This design comes from an exercise in tuning for small area and a short achievable clock period on the open sky130 flow, not from production work.
Function was checked by simulation only, so behaviour that the tests miss may differ from the original.
Power and IR drop assume default switching activity.

==> flow/design.v (excerpt) <==
module conv_1_control #(
    parameter
        AXI_HP_BIT   = 64,
        ADDR_WIDTH   = 14,
        DATA_WIDTH   = 16,
        ROW_WIDTH    = 10,
        COLUMN_WIDTH = 9,
        MAC_WIDTH    = DATA_WIDTH + DATA_WIDTH,
        OUT_WIDTH    = MAC_WIDTH + 4
)(
    input  wire                    clk,
    input  wire                    reset,
    input  wire                    sudo_reset,
    input  wire                    conv1_en,
    output wire                    conv1_done,
    input  wire [9:0]              in_row,
    input  wire [9:0]              in_column,
    input  wire [11:0]             input_channel,
    input  wire [11:0]             output_channel,
    output reg                     in_rd_en,
    output wire [ADDR_WIDTH:0]     in_rd_addr,
    input  wire [AXI_HP_BIT-1:0]   in_rd_data,
    output reg                     we_rd_en,
    output wire [ADDR_WIDTH-1:0]   we_rd_addr,
    input  wire [AXI_HP_BIT-1:0]   we_rd_data,
    output reg                     out_wr_en,
    output wire [ADDR_WIDTH-1:0]   out_wr_addr,
    output wire [AXI_HP_BIT-1:0]   out_wr_data
);
For scale: roughly 2000 cells after synthesis, about 290 I/O pins.
export LEC_CHECK = 0
export CAP_MARGIN = 10
export CORE_MARGIN = 2
export CORE_UTILIZATION = 65
export SLEW_MARGIN = 10
export SYNTH_HIERARCHICAL = 1
export BUFFER_PORTS_ARGS = -buffer_cell sky130_fd_sc_hd__buf_1
export CTS_ARGS = -sink_clustering_enable -repair_clock_nets -dont_use_dummy_load -buf_list {sky130_fd_sc_hd__clkbuf_8 sky130_fd_sc_hd__clkbuf_16} -sink_clustering_size 24 -sink_clustering_max_diameter 80
create_clock -name core_clock -period 140.0 [get_ports {clk}]
standard.sh (not shown) runs the stock make flow with config.mk's settings and CLKGATE_MAP_FILE= SYNTH_SCRIPT=/design/flow/synth_recipe.tcl, a recipe that flattens the netlist after the stock synthesis.
==> flow/flow/run.sh <==
#!/bin/bash
set -euo pipefail
cat >> config.mk <<'EOC'
export BUFFER_PORTS_ARGS = -buffer_cell sky130_fd_sc_hd__buf_1
export CTS_ARGS = -sink_clustering_enable -repair_clock_nets -dont_use_dummy_load -buf_list {sky130_fd_sc_hd__clkbuf_8 sky130_fd_sc_hd__clkbuf_16} -sink_clustering_size 24 -sink_clustering_max_diameter 80
EOC
bash standard.sh > standard.log 2>&1
Then changed:
--- a/flow/flow/run.sh
+++ b/flow/flow/run.sh
@@ -1,2 +1,9 @@
 #!/bin/bash
+# Layout flow: the standard flow (standard.sh, which also runs the
+# standard synthesis) with two changes to how the layout is made:
+#  - the port buffers are the smallest buffer cell (buf_1);
+#  - the clock tree uses clkbuf_8/clkbuf_16, larger sink clusters and no
+#    dummy loads.
+# standard.sh's output goes to standard.log; ORFS keeps each step's log
+# under orfs/logs/.
 set -euo pipefail
What happened: Design area does not change. Core utilization does not change. Area after synthesis stays the same. Flip-flop and latch count does not change. Critical path depth does not change. Clock skew does not change. Sequential share of layout area stays the same. Non-clock buffer count does not change. First-iteration DRC count stays the same. Hold slack is unchanged. Maximum frequency is unchanged.

* * *

Setup of job 6678:
Another version of the RTL of conv_1_control (not shown whole).
For scale: about 290 I/O pins.
Settings: LEC_CHECK=0, CAP_MARGIN=10, CORE_MARGIN=2, CORE_UTILIZATION=65, SLEW_MARGIN=10, SYNTH_HIERARCHICAL=1, BUFFER_PORTS_ARGS=-buffer_cell sky130_fd_sc_hd__buf_1, CTS_ARGS=-sink_clustering_enable -repair_clock_nets -dont_use_dummy_load -buf_list {sky130_fd_sc_hd__clkbuf_8} -sink_clustering_size 16 -sink_clustering_max_diameter 60; clock period 140.0 ns.
==> flow/flow/run.sh <==
#!/bin/bash
# Layout flow: the standard flow (standard.sh, which also runs the
# standard synthesis) with two changes to how the layout is made:
#  - the port buffers are the smallest buffer cell (buf_1);
#  - the clock tree uses clkbuf_8/clkbuf_16, larger sink clusters and no
#    dummy loads.
# standard.sh's output goes to standard.log; ORFS keeps each step's log
# under orfs/logs/.
set -euo pipefail
cat >> config.mk <<'EOC'
export BUFFER_PORTS_ARGS = -buffer_cell sky130_fd_sc_hd__buf_1
export CTS_ARGS = -sink_clustering_enable -repair_clock_nets -dont_use_dummy_load -buf_list {sky130_fd_sc_hd__clkbuf_8} -sink_clustering_size 16 -sink_clustering_max_diameter 60
EOC
bash standard.sh > standard.log 2>&1
Job 6678 went all the way through synthesis, placement and routing and the layout is clean on timing, DRC and antenna.
Setup changes, job 6678 to job 5804
- CTS_ARGS changed from -sink_clustering_enable -repair_clock_nets -dont_use_dummy_load -buf_list {sky130_fd_sc_hd__clkbuf_8} -sink_clustering_size 16 -sink_clustering_max_diameter 60 to -sink_clustering_enable -repair_clock_nets -dont_use_dummy_load -buf_list {sky130_fd_sc_hd__clkbuf_8 sky130_fd_sc_hd__clkbuf_16} -sink_clustering_size 24 -sink_clustering_max_diameter 80
-- flow/flow/run.sh --
<<< job 6678, line 11
export BUFFER_PORTS_ARGS = -buffer_cell sky130_fd_sc_hd__buf_1
export CTS_ARGS = -sink_clustering_enable -repair_clock_nets -dont_use_dummy_load -buf_list {sky130_fd_sc_hd__clkbuf_8} -sink_clustering_size 16 -sink_clustering_max_diameter 60
EOC
>>> job 5804, line 11
export BUFFER_PORTS_ARGS = -buffer_cell sky130_fd_sc_hd__buf_1
export CTS_ARGS = -sink_clustering_enable -repair_clock_nets -dont_use_dummy_load -buf_list {sky130_fd_sc_hd__clkbuf_8 sky130_fd_sc_hd__clkbuf_16} -sink_clustering_size 24 -sink_clustering_max_diameter 80
EOC
==> comparison <==
Job 5804 | status: complete | timing, DRC, antenna: pass
Job 6678 completed end to end with timing, DRC and antenna clean.
Fraction of the cycle the final worst path needs across job 6678 and job 5804: no real change.
Job 5804 vs. job 6678: global routing met2 resource utilization went up by 0.42 points; final standard cell count with taps included and fillers excluded moved down; worst path setup slack after routing has increased; fraction of standard cell area in multi-input logic decreased by 0.26 points relative to the old numbers.
Re clock buffer instance count of the final layout: job 6678 was higher than job 5804.
Against job 6678, final-stage net count in job 5804 fell slightly.
Per the comparison of job 5804 with job 6678, final cell area excluding filler cells went up by 0.41%, routed wire length stayed essentially flat.
The lower power per standard cell area came out of job 6678.
What job 1335 does differently from job 5804 at the input level:
- a change of CTS_ARGS from -sink_clustering_enable -repair_clock_nets -dont_use_dummy_load -buf_list {sky130_fd_sc_hd__clkbuf_8 sky130_fd_sc_hd__clkbuf_16} -sink_clustering_size 24 -sink_clustering_max_diameter 80 to -sink_clustering_enable -repair_clock_nets -dont_use_dummy_load -buf_list {sky130_fd_sc_hd__clkbuf_8} -sink_clustering_size 20 -sink_clustering_max_diameter 50
==> flow/flow/run.sh <==
#!/bin/bash
# Layout flow: the standard flow (standard.sh, which also runs the
# standard synthesis) with two changes to how the layout is made:
#  - the port buffers are the smallest buffer cell (buf_1);
#  - the clock tree uses clkbuf_8 with sink clusters of up to 16 flip-flops and no
#    dummy loads.
# standard.sh's output goes to standard.log; ORFS keeps each step's log
# under orfs/logs/.
set -euo pipefail
cat >> config.mk <<'EOC'
export BUFFER_PORTS_ARGS = -buffer_cell sky130_fd_sc_hd__buf_1
export CTS_ARGS = -sink_clustering_enable -repair_clock_nets -dont_use_dummy_load -buf_list {sky130_fd_sc_hd__clkbuf_8} -sink_clustering_size 20 -sink_clustering_max_diameter 50
EOC
bash standard.sh > standard.log 2>&1
==> comparison <==
- Job 1335 against job 5804: sequential share of layout area saw little to no change, internal power component saw a decrease.
- The worst reg-to-reg setup slack of job 1335 was inferior to that of job 5804.
- Summary of the comparison: relative area change from synthesis to final layout is lower in job 1335, relative to job 5804.
- Compared with job 5804, job 1335 shows a higher hold slack.
- From job 5804 to job 1335 the numbers moved as follows: final critical-path setup slack lost 0.060 ns; routed wire length neither gained nor lost much.
- Comparing job 1335 with job 5804, the length of routed met2 wiring came out essentially unchanged.
diff inputs: job 1335 => job 6101
- CTS_ARGS: -sink_clustering_enable -repair_clock_nets -dont_use_dummy_load -buf_list {sky130_fd_sc_hd__clkbuf_8} -sink_clustering_size 20 -sink_clustering_max_diameter 50 -> -sink_clustering_enable -repair_clock_nets -dont_use_dummy_load -buf_list {sky130_fd_sc_hd__clkbuf_8} -sink_clustering_size 16 -sink_clustering_max_diameter 60
-- flow/flow/run.sh --
<<< job 1335, line 11
export BUFFER_PORTS_ARGS = -buffer_cell sky130_fd_sc_hd__buf_1
export CTS_ARGS = -sink_clustering_enable -repair_clock_nets -dont_use_dummy_load -buf_list {sky130_fd_sc_hd__clkbuf_8} -sink_clustering_size 20 -sink_clustering_max_diameter 50
EOC
>>> job 6101, line 11
export BUFFER_PORTS_ARGS = -buffer_cell sky130_fd_sc_hd__buf_1
export CTS_ARGS = -sink_clustering_enable -repair_clock_nets -dont_use_dummy_load -buf_list {sky130_fd_sc_hd__clkbuf_8} -sink_clustering_size 16 -sink_clustering_max_diameter 60
EOC
[summary]
- On average wire length per cell after detail routing, job 1335 and job 6101 are neck and neck.
- Job 6101 was carried through to the last stage, and its layout satisfied the timing, design-rule and antenna checks.
- Going from job 1335 to job 6101, worst-case headroom to the max-slew limit dropped 2.0 points; clock-buffer cell count dropped 9.7%; total number of vias climbed about 0.7%.
For job 4161, these inputs were changed with respect to job 6101:
- a change of CORE_UTILIZATION from 65 to 75
Findings:
Job 4161: PASS, flow complete, no timing, DRC or antenna violations. Job 6101 → job 4161: leakage power of the design fell about 0.4%; count of fill cells added during filler insertion fell 33%. Going from job 6101 to job 4161, the number of diodes was found to have gone up by 1. [compare] base=job 6101 new=job 4161: share of power burned in the clock network moved down; areal power density over the cells +about 0.8%; area added between synthesis and finish went down. Multi-input combinational gate total came out exactly the same in job 6101 and job 4161.
What job 7972 does differently from job 4161 at the input level:
- SETUP_SLACK_MARGIN: unset -> 110.95
- CORE_UTILIZATION: 75 -> 65
-- flow/flow/run.sh --
<<< job 4161, line 12
export CTS_ARGS = -sink_clustering_enable -repair_clock_nets -dont_use_dummy_load -buf_list {sky130_fd_sc_hd__clkbuf_8} -sink_clustering_size 16 -sink_clustering_max_diameter 60
EOC
>>> job 7972, line 12
export CTS_ARGS = -sink_clustering_enable -repair_clock_nets -dont_use_dummy_load -buf_list {sky130_fd_sc_hd__clkbuf_8} -sink_clustering_size 16 -sink_clustering_max_diameter 60
export SETUP_SLACK_MARGIN = 110.95
EOC
Findings:
- Between job 4161 and job 7972, largest vdd supply drop is lower for job 4161, job 7972 comes in above that.
- Against job 4161, floorplan die area in job 7972 rose by more than 10%.
- From job 4161 to job 7972 the numbers moved as follows: non-filler instance count after layout rose 5.9%; HPWL after detailed placement rose about 1.8%; count of vias placed by the detailed router went up by 80; clock power share higher; clock power increased by about 8% relative to the old numbers.
- Total power after layout, job 4161 and job 7972: larger value in job 7972
- Job 4161 → job 7972: minimum clock period decreased 0.11 ns, final core utilization decreased 7.0 points, final critical-path setup slack increased 0.11 ns.

## static timing again, ports no longer ideal
Ports are ideal in the flow. The routed layouts listed here were re-timed in OpenROAD.
Step 1: set_driving_cell puts a clkbuf_16 on clk and a buf_2 on each other input, an assumption about the parent block.
Step 2 also shifts input and output timing later by t, the mid clock arrival at the registers, as if the neighbouring blocks saw the same clock.
a / b / c = ideal ports / drivers / drivers and shift; a / b = the first two.
run	shift t [ns]	slack for setup (ns)	worst slew at a driven data input, ns
the first run of note 1	0.569	110.854 / 110.795 / 110.904	0.06
the second run of note 1	0.569	110.854 / 110.795 / 110.904	0.06
job 6678	0.620	110.763 / 110.716 / 110.919	0.09
job 5804	0.567	110.817 / 110.765 / 110.930	0.08
job 1335	0.660	110.757 / 110.703 / 110.929	0.10
job 6101	0.620	110.763 / 110.716 / 110.919	0.09
job 4161	0.609	110.766 / 110.715 / 110.929	0.09
job 7972	0.619	110.875 / 110.828 / 110.911	0.09
After both steps every run listed still meets setup and hold.
